Background: an optimization exercise with open tools, aiming at small area. Do not read the settings as production practice. The RTL was checked by simulation tests, not by an equivalence proof against the original design. No activity file was given, so power comes from the tool's default toggle rates.

==> inputs of run a <==
==> flow/design.v <==
module TopModule(
input InputKey, ValidCmd, RWMem, ConfigDiv, Reset, Clk,
input[7:0] Addr, InA, InB,
input[3:0] Sel,
input[31:0] DIn,
output CalcActive, CalcMode, Busy, DOutValid, ClkTx,
output [3:0] DataOut);
reg Active, Mode, CorrectInput;
reg [1:0] kst;
always @(posedge Clk or posedge Reset)
begin
    if (Reset)
    begin
        Active <= 1'b0;
        Mode <= 1'b0;
        CorrectInput <= 1'b0;
        kst <= 2'b00;
    end
    else
    begin
        if (ValidCmd && !CorrectInput)
            case ({InputKey, kst})
                3'b1_00: kst <= 2'b01;
                3'b0_01: kst <= 2'b10;
                3'b1_10: kst <= 2'b11;
                3'b0_11: CorrectInput <= 1'b1;
                default: kst <= 2'b00;
            endcase
        if (CorrectInput && !Busy)
        begin
            Active <= 1'b1;
            Mode <= InputKey;
        end
    end
end
reg AccessMem, RWMemC, SampleData, TxData, BusyR, rwen;
reg [1:0] rwFlag, cs;
wire TxDone;
wire RW = Active && RWMem;
assign Busy = BusyR;
always @(posedge Clk or posedge Reset)
begin
    if (Reset)
    begin
        AccessMem <= 1'b0;
        RWMemC <= 1'b0;
        SampleData <= 1'b0;
        TxData <= 1'b0;
        BusyR <= 1'b0;
        rwFlag <= 2'b00;
        cs <= 2'b00;
        rwen <= 1'b0;
    end
    else if (Mode == 1'b1 && rwFlag != 2'b10)
    begin
        rwFlag <= 2'b01;
        casex ({cs, ValidCmd, Active, RW, TxDone})
            6'b00_1_1_0_x: {cs, AccessMem, RWMemC, BusyR, rwen} <= 6'b01_1_0_1_1;
            6'b00_1_1_1_x: {cs, AccessMem, RWMemC, TxData, BusyR, rwen} <= 7'b11_1_1_1_1_0;
            6'b01_x_1_x_0: {cs, SampleData, AccessMem} <= 4'b10_1_0;
            6'b10_x_1_x_0: {cs, TxData, SampleData} <= 4'b11_1_0;
            6'b11_x_1_x_x: begin
                TxData <= 1'b0;
                if ((TxDone && rwen) || (!RW && !rwen))
                    {cs, BusyR, TxData, AccessMem, RWMemC} <= 6'b00_0_0_0_0;
            end
            default: {cs, AccessMem, RWMemC, SampleData, TxData, BusyR, rwFlag} <= 9'b00_0_0_0_0_0_00;
        endcase
    end
    else if (Mode == 1'b0 && rwFlag != 2'b01)
    begin
        rwFlag <= 2'b10;
        casex ({cs, ValidCmd, Active, TxDone})
            5'b00_1_1_x: {cs, SampleData, BusyR} <= 4'b01_1_1;
            5'b01_x_1_0: {cs, SampleData, TxData} <= 4'b10_0_1;
            5'b10_x_1_x: begin
                TxData <= 1'b0;
                if (TxDone)
                    {cs, BusyR} <= 3'b00_0;
            end
            default: {AccessMem, RWMemC, BusyR, rwFlag} <= 5'b0_0_0_00;
        endcase
    end
end
wire [19:0] wdata = {Sel, InB, InA};
wire inRange = (Addr[7:3] == 5'd0);
wire memWrite = AccessMem && RWMemC && inRange;
wire memRead = AccessMem && !RWMemC;
reg [19:0] m0, m1, m2, m3, m4, m5, m6, m7;
reg [7:0] mv;
reg [19:0] rdData;
reg rdValid;
always @(posedge Clk)
begin
    if (memWrite && Addr[2:0] == 3'd0) m0 <= wdata;
    if (memWrite && Addr[2:0] == 3'd1) m1 <= wdata;
    if (memWrite && Addr[2:0] == 3'd2) m2 <= wdata;
    if (memWrite && Addr[2:0] == 3'd3) m3 <= wdata;
    if (memWrite && Addr[2:0] == 3'd4) m4 <= wdata;
    if (memWrite && Addr[2:0] == 3'd5) m5 <= wdata;
    if (memWrite && Addr[2:0] == 3'd6) m6 <= wdata;
    if (memWrite && Addr[2:0] == 3'd7) m7 <= wdata;
end
reg [19:0] rdMux;
always @(*)
    case (Addr[2:0])
        3'd0: rdMux = m0;
        3'd1: rdMux = m1;
        3'd2: rdMux = m2;
        3'd3: rdMux = m3;
        3'd4: rdMux = m4;
        3'd5: rdMux = m5;
        3'd6: rdMux = m6;
        default: rdMux = m7;
    endcase
always @(posedge Clk)
    if (memRead)
        rdData <= rdMux;
always @(posedge Clk or posedge Reset)
begin
    if (Reset)
    begin
        mv <= 8'd0;
        rdValid <= 1'b0;
    end
    else
    begin
        if (memWrite)
            mv[Addr[2:0]] <= 1'b1;
        if (memRead)
            rdValid <= inRange && mv[Addr[2:0]];
    end
end
localparam PA = 2'd0, PB = 2'd1, PC = 2'd2;
reg [31:0] T;         
reg Tl;
reg ClkOut;
reg [1:0] ph;
reg [30:0] d;
wire Tload = !Active && ConfigDiv;
wire [31:0] Tn = Tload ? DIn : T;
wire Thi0 = (T[31:2] == 30'd0);
wire Tis0 = !Tl || (Thi0 && T[1:0] == 2'd0);
wire Tis1 = Tl && Thi0 && T[1:0] == 2'd1;
wire Tis2 = Thi0 && T[1:0] == 2'd2;
wire dGt1 = (d[30:1] != 30'd0);
wire dHi0 = (d[30:2] == 29'd0);
wire dEnd = dHi0 && (T[0] ? d[1:0] == 2'd1 : d[1:0] == 2'd2);
wire lowC = !Tis0 && ((ph == PC) || (ph == PA && dGt1));    
wire TxTick = Active && (Tis1 || (!ClkOut && lowC));
wire dReload = !Active || ph == PC || (ph == PA && !dGt1);
always @(posedge Clk or posedge Reset)
begin
    if (Reset)
    begin
        Tl <= 1'b0;
        ClkOut <= 1'b0;
    end
    else
    begin
        if (Tload)
            Tl <= 1'b1;
        ClkOut <= Active && (Tis1 || lowC);
    end
end
always @(posedge Clk)
begin
    T <= Tn;
    d <= dReload ? Tn[31:1] : d - 31'd1;
    if (!Active)
        ph <= PA;
    else
        case (ph)
            PA: if (!dGt1)
                    ph <= Tis2 ? PC : PB;
            PB: if (dEnd)
                    ph <= PC;
            default:
                ph <= PA;
        endcase
end
assign ClkTx = ClkOut;
reg TxStart, DataValid, TxDoneR, TxBusy;
reg [3:0] Dout;
reg [3:0] cnt;        
reg [3:0] k;
reg [19:0] R;
assign TxDone = TxDoneR;
wire [19:0] dinRaw = Mode ? rdData : wdata;
wire dinNz = Mode ? rdValid : 1'b1;
wire [31:0] word;
CalcALU alu(.raw(R), .word(word));
reg [3:0] nib;
always @(*)
    case (k[2:0])
        3'd0: nib = word[31:28];
        3'd1: nib = word[27:24];
        3'd2: nib = word[23:20];
        3'd3: nib = word[19:16];
        3'd4: nib = word[15:12];
        3'd5: nib = word[11:8];
        3'd6: nib = word[7:4];
        default: nib = word[3:0];
    endcase
reg TxStart_n, DataValid_n, TxDone_n, TxBusy_n, load;
reg [3:0] Dout_n, cnt_n, k_n;
always @(*)
begin
    TxStart_n = TxStart;
    DataValid_n = DataValid;
    TxDone_n = TxDoneR;
    TxBusy_n = TxBusy;
    Dout_n = Dout;
    cnt_n = cnt;
    k_n = k;
    load = 1'b0;
    if (SampleData && !TxData)
    begin
        load = 1'b1;
        k_n = dinNz ? 4'd0 : 4'd8;
        DataValid_n = 1'b1;
        TxStart_n = 1'b0;
        TxDone_n = 1'b0;
    end
    else if (!SampleData && TxData && DataValid)
    begin
        TxStart_n = 1'b1;
        TxBusy_n = 1'b1;
        TxDone_n = 1'b0;
    end
    if (TxTick)
    begin
        TxDone_n = 1'b0;
        if (TxStart_n)
        begin
            if (!cnt[3])
            begin
                Dout_n = k[3] ? 4'd0 : nib;
                k_n = k[3] ? 4'd8 : k + 4'd1;
                cnt_n = cnt + 4'd1;
            end
            else
            begin
                k_n = 4'd8;
                DataValid_n = 1'b0;
                Dout_n = 4'd0;
                TxDone_n = 1'b1;
                TxStart_n = 1'b0;
                TxBusy_n = 1'b0;
                cnt_n = 4'd0;
            end
        end
    end
end
always @(posedge Clk or posedge Reset)
begin
    if (Reset)
    begin
        TxStart <= 1'b0;
        DataValid <= 1'b0;
        TxDoneR <= 1'b0;
        TxBusy <= 1'b0;
        Dout <= 4'd0;
        cnt <= 4'd0;
        k <= 4'd8;
    end
    else
    begin
        TxStart <= TxStart_n;
        DataValid <= DataValid_n;
        TxDoneR <= TxDone_n;
        TxBusy <= TxBusy_n;
        Dout <= Dout_n;
        cnt <= cnt_n;
        k <= k_n;
    end
end
always @(posedge Clk)
    if (load)
        R <= dinRaw;
assign CalcActive = Active;
assign CalcMode = Mode;
assign DOutValid = TxBusy;
assign DataOut = Dout;
endmodule
module CalcALU(input [19:0] raw, output [31:0] word);
  wire [7:0] A = raw[7:0];
  wire [7:0] B = raw[15:8];
  wire [3:0] S = raw[19:16];
  genvar i, j;
  wire sub = (S != 4'd0);
  wire [7:0] Bx = B ^ {8{sub}};
  wire [8:0] c;
  wire [7:0] as;
  assign c[0] = sub;
  generate for (j = 0; j < 8; j = j + 1) begin : ad
    assign as[j] = A[j] ^ Bx[j] ^ c[j];
    assign c[j+1] = (A[j] & Bx[j]) | (c[j] & (A[j] ^ Bx[j]));
  end endgenerate
  wire [7:0] row [0:7];
  assign row[0] = A & {8{B[0]}};
  generate for (i = 1; i < 8; i = i + 1) begin : mr
    wire [7:0] pp = (A << i) & {8{B[i]}};
    wire [8:0] cc;
    assign cc[0] = 1'b0;
    for (j = 0; j < 8; j = j + 1) begin : b
      assign row[i][j] = row[i-1][j] ^ pp[j] ^ cc[j];
      assign cc[j+1] = (row[i-1][j] & pp[j]) | (cc[j] & (row[i-1][j] ^ pp[j]));
    end
  end endgenerate
  wire [7:0] mul = row[7];
  wire [7:0] q;
  wire [7:0] rem [0:8];
  assign rem[8] = 8'd0;
  generate for (i = 7; i >= 0; i = i - 1) begin : dv
    localparam W = 8 - i;
    wire [W-1:0] x;
    if (W == 1) assign x = A[i]; else assign x = {rem[i+1][W-2:0], A[i]};
    wire [W:0] bw;
    wire [W-1:0] df;
    assign bw[0] = 1'b0;
    for (j = 0; j < W; j = j + 1) begin : b
      assign df[j] = x[j] ^ B[j] ^ bw[j];
      assign bw[j+1] = (~x[j] & B[j]) | (~(x[j] ^ B[j]) & bw[j]);
    end
    wire hz;
    if (W == 8) assign hz = 1'b1; else assign hz = ~|B[7:W];
    assign q[i] = hz & ~bw[W];
    wire [W-1:0] rn = q[i] ? df : x;
    if (W == 8) assign rem[i] = rn; else assign rem[i] = {{(8-W){1'b0}}, rn};
  end endgenerate
  wire bz = (B == 8'd0);
  wire [8:0] sx = S[0] ? {1'b0, A} : {A[0], A[1], A[2], A[3], A[4], A[5], A[6], A[7], 1'b0};
  wire [8:0] sy = (B[7:4] != 4'd0) ? 9'd0 : (sx >> B[3:0]);
  reg [7:0] Out;
  reg [3:0] Flag;
  always @(*)
  begin
    Flag = 4'h0;
    case (S)
      4'h0: begin Out = as; Flag[1] = c[8]; end
      4'h1: begin Out = as; Flag[3] = !c[8]; end
      4'h2: begin Out = mul; Flag[2] = (A[7:4] != 4'd0) && (B[7:4] != 4'd0); end
      4'h3: begin Out = bz ? 8'd0 : q; Flag[3] = !c[8]; end
      4'h4: begin Out = {sy[1], sy[2], sy[3], sy[4], sy[5], sy[6], sy[7], sy[8]}; Flag[1] = sy[0]; end
      4'h5: begin Out = sy[8:1]; Flag[1] = sy[0]; end
      4'h6: Out = A & B;
      4'h7: Out = A | B;
      4'h8: Out = A ^ B;
      4'h9: Out = A ~^ B;
      4'hA: Out = ~(A & B);
      4'hB: Out = ~(A | B);
      default: Out = 8'h00;
    endcase
    Flag[0] = (Out == 8'd0) && !(S[3] && S[2]);
  end
  assign word = {Flag, S, Out, B, A};
endmodule
==> flow/run.sh <==
#!/bin/bash
# synth_recipe.tcl (not shown) runs the flow's synth.tcl, then flattens the netlist and writes it again
# the make line also repeats each setting of config.mk as NAME=value (left out here)
make -C /OpenROAD-flow-scripts/flow DESIGN_CONFIG=/design/flow/config.mk WORK_HOME=/design/flow/orfs CLKGATE_MAP_FILE= SYNTH_SCRIPT=/design/flow/synth_recipe.tcl finish
==> flow/config.mk <==
export PLATFORM = sky130hd
export DESIGN_NAME = TopModule
export DESIGN_NICKNAME = TopModule
export VERILOG_FILES = /design/flow/design.v
export SDC_FILE = /design/flow/constraint.sdc
export NUM_CORES = 4
export LEC_CHECK = 0
export CAP_MARGIN = 20
export CORE_MARGIN = 2
export CORE_UTILIZATION = 40
export CTS_BUF_LIST = sky130_fd_sc_hd__clkbuf_4
export GPL_TIMING_DRIVEN = 0
export PLACE_DENSITY = 0.6
export SLEW_MARGIN = 20
==> flow/constraint.sdc <==
create_clock -name core_clock -period 20.0 [get_ports {Clk}]
set_input_delay 4.0000 -clock core_clock [delete_from_list [all_inputs] [get_ports {Clk}]]
set_output_delay 4.0000 -clock core_clock [all_outputs]
set_load 0.01 [all_outputs]
==> inputs of run b, as changes to run a <==
--- a/flow/design.v
+++ b/flow/design.v
@@ -133,14 +133,12 @@
 end
 localparam PA = 2'd0, PB = 2'd1, PC = 2'd2;
-reg [31:0] T;         
-reg Tl;
+reg [31:0] T;
 reg ClkOut;
 reg [1:0] ph;
 reg [30:0] d;
-wire Tload = !Active && ConfigDiv;
-wire [31:0] Tn = Tload ? DIn : T;
+wire [31:0] Tn = (!Active && ConfigDiv) ? DIn : T;
 wire Thi0 = (T[31:2] == 30'd0);
-wire Tis0 = !Tl || (Thi0 && T[1:0] == 2'd0);
-wire Tis1 = Tl && Thi0 && T[1:0] == 2'd1;
+wire Tis0 = Thi0 && T[1:0] == 2'd0;
+wire Tis1 = Thi0 && T[1:0] == 2'd1;
 wire Tis2 = Thi0 && T[1:0] == 2'd2;
 wire dGt1 = (d[30:1] != 30'd0);
@@ -149,16 +147,14 @@
 wire lowC = !Tis0 && ((ph == PC) || (ph == PA && dGt1));    
 wire TxTick = Active && (Tis1 || (!ClkOut && lowC));
-wire dReload = !Active || ph == PC || (ph == PA && !dGt1);
 always @(posedge Clk or posedge Reset)
 begin
     if (Reset)
     begin
-        Tl <= 1'b0;
+        T <= 32'd0;
         ClkOut <= 1'b0;
     end
     else
     begin
-        if (Tload)
-            Tl <= 1'b1;
+        T <= Tn;
         ClkOut <= Active && (Tis1 || lowC);
     end
@@ -166,19 +162,82 @@
 always @(posedge Clk)
 begin
-    T <= Tn;
-    d <= dReload ? Tn[31:1] : d - 31'd1;
     if (!Active)
+    begin
         ph <= PA;
+        d <= Tn[31:1];
+    end
     else
         case (ph)
-            PA: if (!dGt1)
-                    ph <= Tis2 ? PC : PB;
+            PA: if (dGt1)
+                    d <= d - 31'd1;
+                else if (Tis2)
+                    ph <= PC;
+                else
+                begin
+                    ph <= PB;
+                    d <= T[31:1];
+                end
             PB: if (dEnd)
                     ph <= PC;
+                else
+                    d <= d - 31'd1;
             default:
+            begin
                 ph <= PA;
+                d <= T[31:1];
+            end
         endcase
 end
 assign ClkTx = ClkOut;
+function [31:0] aluWord;
+    input [19:0] raw;
+    reg [7:0] A, B, Out, q;
+    reg [3:0] S, Flag;
+    reg [8:0] as;
+    reg sub;
+    reg [8:0] sx, sy;
+    reg [8:0] r;
+    integer i;
+    begin
+        A = raw[7:0];
+        B = raw[15:8];
+        S = raw[19:16];
+        sub = (S != 4'd0);
+        as = {1'b0, A} + {1'b0, B ^ {8{sub}}} + {8'd0, sub};
+        sx = (S[0]) ? {1'b0, A} : {A[0], A[1], A[2], A[3], A[4], A[5], A[6], A[7], 1'b0};
+        sy = (B[7:4] != 4'd0) ? 9'd0 : (sx >> B[3:0]);
+        r = 9'd0;
+        q = 8'd0;
+        for (i = 7; i >= 0; i = i - 1)
+        begin
+            r = {r[7:0], A[i]};
+            if (r >= {1'b0, B})
+            begin
+                r = r - {1'b0, B};
+                q[i] = 1'b1;
+            end
+        end
+        Flag = 4'h0;
+        Out = 8'h00;
+        case (S)
+            4'h0: begin Out = as[7:0]; Flag[1] = as[8]; end
+            4'h1: begin Out = as[7:0]; Flag[3] = !as[8]; end
+            4'h2: begin Out = A * B; Flag[2] = (A[7:4] != 4'd0) && (B[7:4] != 4'd0); end
+            4'h3: begin Out = (B == 8'd0) ? 8'd0 : q; Flag[3] = !as[8]; end
+            4'h4: begin Out = {sy[1], sy[2], sy[3], sy[4], sy[5], sy[6], sy[7], sy[8]}; Flag[1] = sy[0]; end
+            4'h5: begin Out = sy[8:1]; Flag[1] = sy[0]; end
+            4'h6: Out = A & B;
+            4'h7: Out = A | B;
+            4'h8: Out = A ^ B;
+            4'h9: Out = A ~^ B;
+            4'hA: Out = ~(A & B);
+            4'hB: Out = ~(A | B);
+            default: Out = 8'h00;
+        endcase
+        if (Out == 8'd0 && S < 4'hC)
+            Flag[0] = 1'b1;
+        aluWord = {Flag, S, Out, B, A};
+    end
+endfunction
 reg TxStart, DataValid, TxDoneR, TxBusy;
 reg [3:0] Dout;
@@ -189,6 +248,5 @@
 wire [19:0] dinRaw = Mode ? rdData : wdata;
 wire dinNz = Mode ? rdValid : 1'b1;
-wire [31:0] word;
-CalcALU alu(.raw(R), .word(word));
+wire [31:0] word = aluWord(R);
 reg [3:0] nib;
 always @(*)
@@ -284,75 +342,2 @@
 assign DataOut = Dout;
 endmodule
-module CalcALU(input [19:0] raw, output [31:0] word);
-  wire [7:0] A = raw[7:0];
-  wire [7:0] B = raw[15:8];
-  wire [3:0] S = raw[19:16];
-  genvar i, j;
-  wire sub = (S != 4'd0);
-  wire [7:0] Bx = B ^ {8{sub}};
-  wire [8:0] c;
-  wire [7:0] as;
-  assign c[0] = sub;
-  generate for (j = 0; j < 8; j = j + 1) begin : ad
-    assign as[j] = A[j] ^ Bx[j] ^ c[j];
-    assign c[j+1] = (A[j] & Bx[j]) | (c[j] & (A[j] ^ Bx[j]));
-  end endgenerate
-  wire [7:0] row [0:7];
-  assign row[0] = A & {8{B[0]}};
-  generate for (i = 1; i < 8; i = i + 1) begin : mr
-    wire [7:0] pp = (A << i) & {8{B[i]}};
-    wire [8:0] cc;
-    assign cc[0] = 1'b0;
-    for (j = 0; j < 8; j = j + 1) begin : b
-      assign row[i][j] = row[i-1][j] ^ pp[j] ^ cc[j];
-      assign cc[j+1] = (row[i-1][j] & pp[j]) | (cc[j] & (row[i-1][j] ^ pp[j]));
-    end
-  end endgenerate
-  wire [7:0] mul = row[7];
-  wire [7:0] q;
-  wire [7:0] rem [0:8];
-  assign rem[8] = 8'd0;
-  generate for (i = 7; i >= 0; i = i - 1) begin : dv
-    localparam W = 8 - i;
-    wire [W-1:0] x;
-    if (W == 1) assign x = A[i]; else assign x = {rem[i+1][W-2:0], A[i]};
-    wire [W:0] bw;
-    wire [W-1:0] df;
-    assign bw[0] = 1'b0;
-    for (j = 0; j < W; j = j + 1) begin : b
-      assign df[j] = x[j] ^ B[j] ^ bw[j];
-      assign bw[j+1] = (~x[j] & B[j]) | (~(x[j] ^ B[j]) & bw[j]);
-    end
-    wire hz;
-    if (W == 8) assign hz = 1'b1; else assign hz = ~|B[7:W];
-    assign q[i] = hz & ~bw[W];
-    wire [W-1:0] rn = q[i] ? df : x;
-    if (W == 8) assign rem[i] = rn; else assign rem[i] = {{(8-W){1'b0}}, rn};
-  end endgenerate
-  wire bz = (B == 8'd0);
-  wire [8:0] sx = S[0] ? {1'b0, A} : {A[0], A[1], A[2], A[3], A[4], A[5], A[6], A[7], 1'b0};
-  wire [8:0] sy = (B[7:4] != 4'd0) ? 9'd0 : (sx >> B[3:0]);
-  reg [7:0] Out;
-  reg [3:0] Flag;
-  always @(*)
-  begin
-    Flag = 4'h0;
-    case (S)
-      4'h0: begin Out = as; Flag[1] = c[8]; end
-      4'h1: begin Out = as; Flag[3] = !c[8]; end
-      4'h2: begin Out = mul; Flag[2] = (A[7:4] != 4'd0) && (B[7:4] != 4'd0); end
-      4'h3: begin Out = bz ? 8'd0 : q; Flag[3] = !c[8]; end
-      4'h4: begin Out = {sy[1], sy[2], sy[3], sy[4], sy[5], sy[6], sy[7], sy[8]}; Flag[1] = sy[0]; end
-      4'h5: begin Out = sy[8:1]; Flag[1] = sy[0]; end
-      4'h6: Out = A & B;
-      4'h7: Out = A | B;
-      4'h8: Out = A ^ B;
-      4'h9: Out = A ~^ B;
-      4'hA: Out = ~(A & B);
-      4'hB: Out = ~(A | B);
-      default: Out = 8'h00;
-    endcase
-    Flag[0] = (Out == 8'd0) && !(S[3] && S[2]);
-  end
-  assign word = {Flag, S, Out, B, A};
-endmodule
Settings changed: CTS_BUF_LIST sky130_fd_sc_hd__clkbuf_4 to default, GPL_TIMING_DRIVEN 0 to default.
==> inputs of run c, as changes to run a <==
Settings changed: CTS_BUF_LIST sky130_fd_sc_hd__clkbuf_4 to default, GPL_TIMING_DRIVEN 0 to default.
==> notes <==
Clock power: run c > run b > run a.
Area after synthesis: run b is higher than run a (14%).
Setup slack: run c > run a > run b.
Of run b and run a, run b has the higher die area (gap 14%, measured against run a).
Maximum frequency: run c > run a > run b.
Sequential power: run b > run a > run c.
In synthesized cell count, run c and run a do not differ.
The lowest critical path depth belongs to run c, the highest to run b.
==> figures <==
|  | run c | run a | run b |
|---|---|---|---|
| Number of distinct standard cells referenced by the synthesized netlist | 93 | 93 | 87 |
| Peak supply drop | 0.000137 V | 0.000111 V | 0.000153 V |
| Internal | 1.79 mW | 1.73 mW | 2.25 mW |
| Number of vias after detailed routing | 11,300 | 11,700 | 13,900 |
| Worst hold slack after final layout | 0.457 ns | 0.467 ns | 0.457 ns |
| CP Data Arrival Time | 15.56 ns | 16.53 ns | 18.77 ns |
| Height of the die | 207 um | 207 um | 221 um |
| Routability congestion estimate from global placement | 0.918 | 0.964 | 0.896 |
| Post-detailed-placement cell area | 17,800 um2 | 18,000 um2 | 20,300 um2 |
| Count of inverters other than clock inverters in the layout | 74 | 74 | 88 |
| Diode insertion count for antenna repair | 0 | 1 | 0 |
| Die Outline Area | 42,900 um2 | 42,900 um2 | 48,900 um2 |
| Number of stages on the worst setup path | 56 | 60 | 75 |
| Fin crit period | 15.14 ns | 15.94 ns | 18.28 ns |
| Number of nets in the final layout | 1,613 | 1,701 | 1,981 |
| Final routed wire length divided by cell count | 20.8 um | 20.6 um | 19.9 um |
| Post-synth EDFFs | 201 | 201 | 231 |
| Status | complete, no violations | complete, no violations | complete, no violations |

-- afterwards: timing with drivers on the ports --
The flow's constraints put no driver on any port. The routed layouts listed below were extracted and timed again, unchanged, in two steps. Step 1 (the two cells are an assumption about what drives the block):
set clk [get_ports {Clk}]
set_driving_cell -lib_cell sky130_fd_sc_hd__clkbuf_16 $clk
set_driving_cell -lib_cell sky130_fd_sc_hd__buf_2 [delete_from_list [all_inputs] $clk]
Step 2 moves the port delays by t, midway between the first and last clock arrival at a register: inputs arrive t later, outputs are due t later. That takes back most of the time a late clock gives input paths. Three values: ideal ports, drivers, drivers and shift; two values: the first two.
run | t, ns | setup WS [ns] | worst data-port slew with drivers (ns)
run a | 0.716 | 4.058 / 4.058 / 4.058 | 0.07
run b | 0.603 | 1.723 / 1.723 / 1.723 | 0.07
run c | 0.561 | 4.858 / 4.858 / 4.858 | 0.07
After both steps setup and hold are still met in every run listed.
